Context: an optimization exercise on an open-source flow, tuned for small area. The choices shown serve that exercise and are no tape-out recipe. The RTL was checked by simulation tests, not by an equivalence proof against the original design. Power is estimated from default activity; no workload was simulated. No driver is modelled on the clock port, so clocking that relies on it looks cheaper here than on a real chip.

==> run a <==
==> flow/design.v <==
`timescale 1ns/1ps
module conv2d_3x3_fifo_full #(
    parameter IMG_W = 128,
    parameter PIXEL_BITS = 8
)(
    input clk,
    input rst_n,
    input [PIXEL_BITS-1:0] pixel_in,
    input pixel_valid,
    output reg [PIXEL_BITS-1:0] out_pixel,
    output reg out_valid
);
    localparam N = 2*IMG_W + 3;
    reg [PIXEL_BITS-1:0] sr [1:N];
    integer k;
    always @(posedge clk) begin
        if (pixel_valid) begin
            sr[1] <= pixel_in;
            for (k = 2; k <= N; k = k + 1)
                sr[k] <= sr[k-1];
        end
    end
    reg [$clog2(N+1)-1:0] cnt;
    always @(posedge clk or negedge rst_n) begin
        if (!rst_n)
            cnt <= 0;
        else if (pixel_valid && cnt != N)
            cnt <= cnt + 1'b1;
    end
    wire [PIXEL_BITS-1:0] t1 = (cnt >= 1)         ? sr[1]         : 0;
    wire [PIXEL_BITS-1:0] t3 = (cnt >= 3)         ? sr[3]         : 0;
    wire [PIXEL_BITS-1:0] m1 = (cnt >= IMG_W+1)   ? sr[IMG_W+1]   : 0;
    wire [PIXEL_BITS-1:0] m3 = (cnt >= IMG_W+3)   ? sr[IMG_W+3]   : 0;
    wire [PIXEL_BITS-1:0] b1 = (cnt >= 2*IMG_W+1) ? sr[2*IMG_W+1] : 0;
    wire [PIXEL_BITS-1:0] b3 = (cnt >= 2*IMG_W+3) ? sr[2*IMG_W+3] : 0;
    wire [11:0] s = {4'd0, b3} - {4'd0, b1}
                  + {3'd0, m3, 1'b0} - {3'd0, m1, 1'b0}
                  + {4'd0, t3} - {4'd0, t1};
    always @(posedge clk or negedge rst_n) begin
        if (!rst_n) begin
            out_pixel <= 0;
            out_valid <= 0;
        end else begin
            out_valid <= pixel_valid;
            if (pixel_valid)
                out_pixel <= s[11:4];
        end
    end
endmodule
==> flow/run.sh <==
#!/bin/bash
# synth_recipe.tcl (not shown) runs the flow's synth.tcl, then flattens the netlist and writes it again
# the make line also repeats each setting of config.mk as NAME=value (left out here)
make -C /OpenROAD-flow-scripts/flow DESIGN_CONFIG=/design/flow/config.mk WORK_HOME=/design/flow/orfs CLKGATE_MAP_FILE= SYNTH_SCRIPT=/design/flow/synth_recipe.tcl finish
==> flow/config.mk <==
export PLATFORM = sky130hd
export DESIGN_NAME = conv2d_3x3_fifo_full
export DESIGN_NICKNAME = conv2d_3x3_fifo_full
export VERILOG_FILES = /design/flow/design.v
export SDC_FILE = /design/flow/constraint.sdc
export NUM_CORES = 4
export LEC_CHECK = 0
export CAP_MARGIN = 20
export CORE_MARGIN = 2
export CORE_UTILIZATION = 40
export SLEW_MARGIN = 20
==> flow/constraint.sdc <==
create_clock -name core_clock -period 10.0 [get_ports {clk}]
set_input_delay 2.0000 -clock core_clock [delete_from_list [all_inputs] [get_ports {clk}]]
set_output_delay 2.0000 -clock core_clock [all_outputs]
set_load 0.01 [all_outputs]
==> run b (differences from run a) <==
==> flow/design.v, changed modules only <==
module conv2d_3x3_fifo_full #(
    parameter IMG_W = 128,
    parameter PIXEL_BITS = 8
)(
    input clk,
    input rst_n,
    input [PIXEL_BITS-1:0] pixel_in,
    input pixel_valid,
    output reg [PIXEL_BITS-1:0] out_pixel,
    output reg out_valid
);
    localparam N = 2*IMG_W;
    reg [PIXEL_BITS-1:0] sr [1:N];
    integer k;
    always @(posedge clk) begin
        if (pixel_valid) begin
            sr[1] <= pixel_in;
            for (k = 2; k <= N; k = k + 1)
                sr[k] <= sr[k-1];
        end
    end
    reg [$clog2(N+1)-1:0] cnt;
    always @(posedge clk or negedge rst_n) begin
        if (!rst_n)
            cnt <= 0;
        else if (pixel_valid && !cnt[$clog2(N)])
            cnt <= cnt + 1'b1;
    end
    wire [PIXEL_BITS-1:0] mid = (cnt[$clog2(N)] | cnt[$clog2(N)-1]) ? sr[IMG_W] : 0;
    wire [PIXEL_BITS-1:0] bot = cnt[$clog2(N)] ? sr[N] : 0;
    wire [PIXEL_BITS+1:0] v0 = pixel_in + {mid, 1'b0} + bot;
    reg  [PIXEL_BITS+1:0] v1, v2;
    wire [PIXEL_BITS+3:0] s = {2'b00, v2} - {2'b00, v0};
    reg  [PIXEL_BITS-1:0] nxt;
    always @(posedge clk or negedge rst_n) begin
        if (!rst_n) begin
            v1 <= 0; v2 <= 0; nxt <= 0;
            out_pixel <= 0;
            out_valid <= 0;
        end else begin
            out_valid <= pixel_valid;
            if (pixel_valid) begin
                v1 <= v0;
                v2 <= v1;
                nxt <= s[PIXEL_BITS+3:4];
                out_pixel <= nxt;
            end
        end
    end
endmodule
==> flow/flow/run.sh (new file) <==
#!/bin/bash
# The standard layout, with clock tree synthesis told to add no dummy loads
# and to cluster the flip-flops into larger groups per leaf buffer.
set -euo pipefail
export BUFFER_PORTS_ARGS="-buffer_cell sky130_fd_sc_hd__buf_1"
export CTS_ARGS="-sink_clustering_enable -repair_clock_nets -dont_use_dummy_load -sink_clustering_size 36 -sink_clustering_max_diameter 100 -buf_list sky130_fd_sc_hd__clkbuf_16 -tree_buf sky130_fd_sc_hd__clkbuf_8"
bash standard.sh > standard.log 2>&1
==> flow/standard.sh (new file) <==
#!/bin/bash
# synth_recipe.tcl (not shown) runs the flow's synth.tcl, then flattens the netlist and writes it again
# the make line also repeats each setting of config.mk as NAME=value (left out here)
make -C /OpenROAD-flow-scripts/flow DESIGN_CONFIG=/design/flow/config.mk WORK_HOME=/design/flow/orfs CLKGATE_MAP_FILE= SYNTH_SCRIPT=/design/flow/synth_recipe.tcl "${@:-finish}"
Settings changed: CAP_MARGIN 20 to 0, CORE_UTILIZATION 40 to 60, SLEW_MARGIN 20 to 0.
removed: flow/run.sh
==> run c (differences from run a) <==
==> flow/design.v, changed modules only <==
module conv2d_3x3_fifo_full #(
    parameter IMG_W = 128,
    parameter PIXEL_BITS = 8
)(
    input clk,
    input rst_n,
    input [PIXEL_BITS-1:0] pixel_in,
    input pixel_valid,
    output reg [PIXEL_BITS-1:0] out_pixel,
    output reg out_valid
);
    localparam N = 2*IMG_W;
    reg [PIXEL_BITS-1:0] sr [1:N];
    integer k;
    always @(posedge clk) begin
        if (pixel_valid) begin
            sr[1] <= pixel_in;
            for (k = 2; k <= N; k = k + 1)
                sr[k] <= sr[k-1];
        end
    end
    reg [$clog2(N+1)-1:0] cnt;
    always @(posedge clk or negedge rst_n) begin
        if (!rst_n)
            cnt <= 0;
        else if (pixel_valid && !cnt[$clog2(N)])
            cnt <= cnt + 1'b1;
    end
    wire [PIXEL_BITS-1:0] mid = (cnt[$clog2(N)] | cnt[$clog2(N)-1]) ? sr[IMG_W] : 0;
    wire [PIXEL_BITS-1:0] bot = cnt[$clog2(N)] ? sr[N] : 0;
    wire [PIXEL_BITS+1:0] v0 = pixel_in + {mid, 1'b0} + bot;
    reg  [PIXEL_BITS+1:0] v1, v2;
    wire [PIXEL_BITS+3:0] s = {2'b00, v2} - {2'b00, v0};
    reg  [PIXEL_BITS-1:0] nxt;
    always @(posedge clk or negedge rst_n) begin
        if (!rst_n) begin
            v1 <= 0; v2 <= 0; nxt <= 0;
            out_pixel <= 0;
            out_valid <= 0;
        end else begin
            out_valid <= pixel_valid;
            if (pixel_valid) begin
                v1 <= v0;
                v2 <= v1;
                nxt <= s[PIXEL_BITS+3:4];
                out_pixel <= nxt;
            end
        end
    end
endmodule
==> flow/flow/run.sh (new file) <==
#!/bin/bash
# The standard layout, with clock tree synthesis told to add no dummy loads
# and to cluster the flip-flops into larger groups per leaf buffer.
set -euo pipefail
export BUFFER_PORTS_ARGS="-buffer_cell sky130_fd_sc_hd__buf_1"
export CTS_ARGS="-sink_clustering_enable -repair_clock_nets -dont_use_dummy_load -sink_clustering_size 36 -sink_clustering_max_diameter 100 -buf_list sky130_fd_sc_hd__clkbuf_16"
bash standard.sh > standard.log 2>&1
==> flow/standard.sh (new file) <==
#!/bin/bash
# synth_recipe.tcl (not shown) runs the flow's synth.tcl, then flattens the netlist and writes it again
# the make line also repeats each setting of config.mk as NAME=value (left out here)
make -C /OpenROAD-flow-scripts/flow DESIGN_CONFIG=/design/flow/config.mk WORK_HOME=/design/flow/orfs CLKGATE_MAP_FILE= SYNTH_SCRIPT=/design/flow/synth_recipe.tcl "${@:-finish}"
Settings changed: CAP_MARGIN 20 to 0, CORE_UTILIZATION 40 to 80, SLEW_MARGIN 20 to 0.
removed: flow/run.sh
==> run summary <==
- Sequential power is about the same in run b and run a.
- Between run c and run a, the lower area after synthesis is in run c (gap 0.95%, measured against run a).
- Run b finished with timing, DRC and antenna clean. Run c stopped in 3_5_place_dp with DPL-0033. Run a completed without violations.
- Between run a and run b, the lower clock skew is in run a (gap 16 ps).
- Against run a, the die area of run b is lower by 34%.
- Worst hold slack is about the same in run a and run b.
- Against run b, the non-clock buffer count of run a is higher by 4.
- Against run b, the clock power of run a is larger by about 90%.
- Between run a and run b, the lower critical path depth is in run a (gap 1).
- In run a the utilization is lower than in run b, by 18 points.
- Between run a and run b, the lower cell count is in run b (gap 30%, measured against run b).
==> figures <==
item	run c	run b	run a
Outcome	stopped before the end	timing/DRC/antenna clean	timing/DRC/antenna clean
Last stage reached	3_5_place_dp	-	-
Complex-gate fraction of the synthesized area	0.00453	0.00453	0.00401
Detailed Route WL	-	70300 um	79400 um
Hold slack	-	386 ps	387 ps
Number of cell instances on the worst register-to-register path	-	15	16
Adder-cell share of the synthesized area	0.00600	0.00600	0.0122
Fill cells	-	6641	12900
Met3 GRT Util	-	0.0223	0.0226
Top power consumer group	-	sequential cells	sequential cells
Highest ir drop seen on vdd	-	0.000150 V	0.000179 V
Min Tclk post-route	-	5160 ps	5150 ps
Post-synth EDFFs	2048	2048	2072
Setup repair after global routing missed its margin	-	false	false
R2R Path Start	-	cnt[8]$_DFFE_PN0P_	cnt[7]$_DFFE_PN0P_
Number of hold-slack violations in the final timing report	-	0	0
Area of the mapped netlist	64000 sq um	64000 sq um	64700 sq um
Via count normalized by instance count	-	5.37	4.46
Post-Place Worst Slack	-	4160 ps	4890 ps
Cell group occupying the most layout area	-	sequential cells	sequential cells
Number of buffers outside the clock class in the layout	-	35	39
Top Usage Layer GRT	-	met1	met1

[what the ideal ports hide]
Ports are ideal in the flow. The routed layouts listed here were re-timed in OpenROAD.
Step 1 sets driving cells, clkbuf_16 on the clock port and buf_2 on the other inputs (assumed; they add their load-dependent delay and slew).
Step 2, shift: input delay + t, output delay - t, t = (earliest + latest rising clock arrival at the registers) / 2. This alone moves slack from input paths to output paths.
Slacks: ideal / step 1 / step 2; pairs: ideal / step 1.
| run | t, ns | setup slack, ns | worst setup path after step 2 |
|---|---|---|---|
| run a | 0.854 | 4.851 / 4.851 / 4.851 | register to register |
| run b | 0.714 | 4.837 / 4.878 / 4.163 | input to register |
After both steps setup and hold are still met in every run listed. The setup slack of run b, which loses most, moves by +0.041 ns with the drivers and by -0.674 ns with both steps.
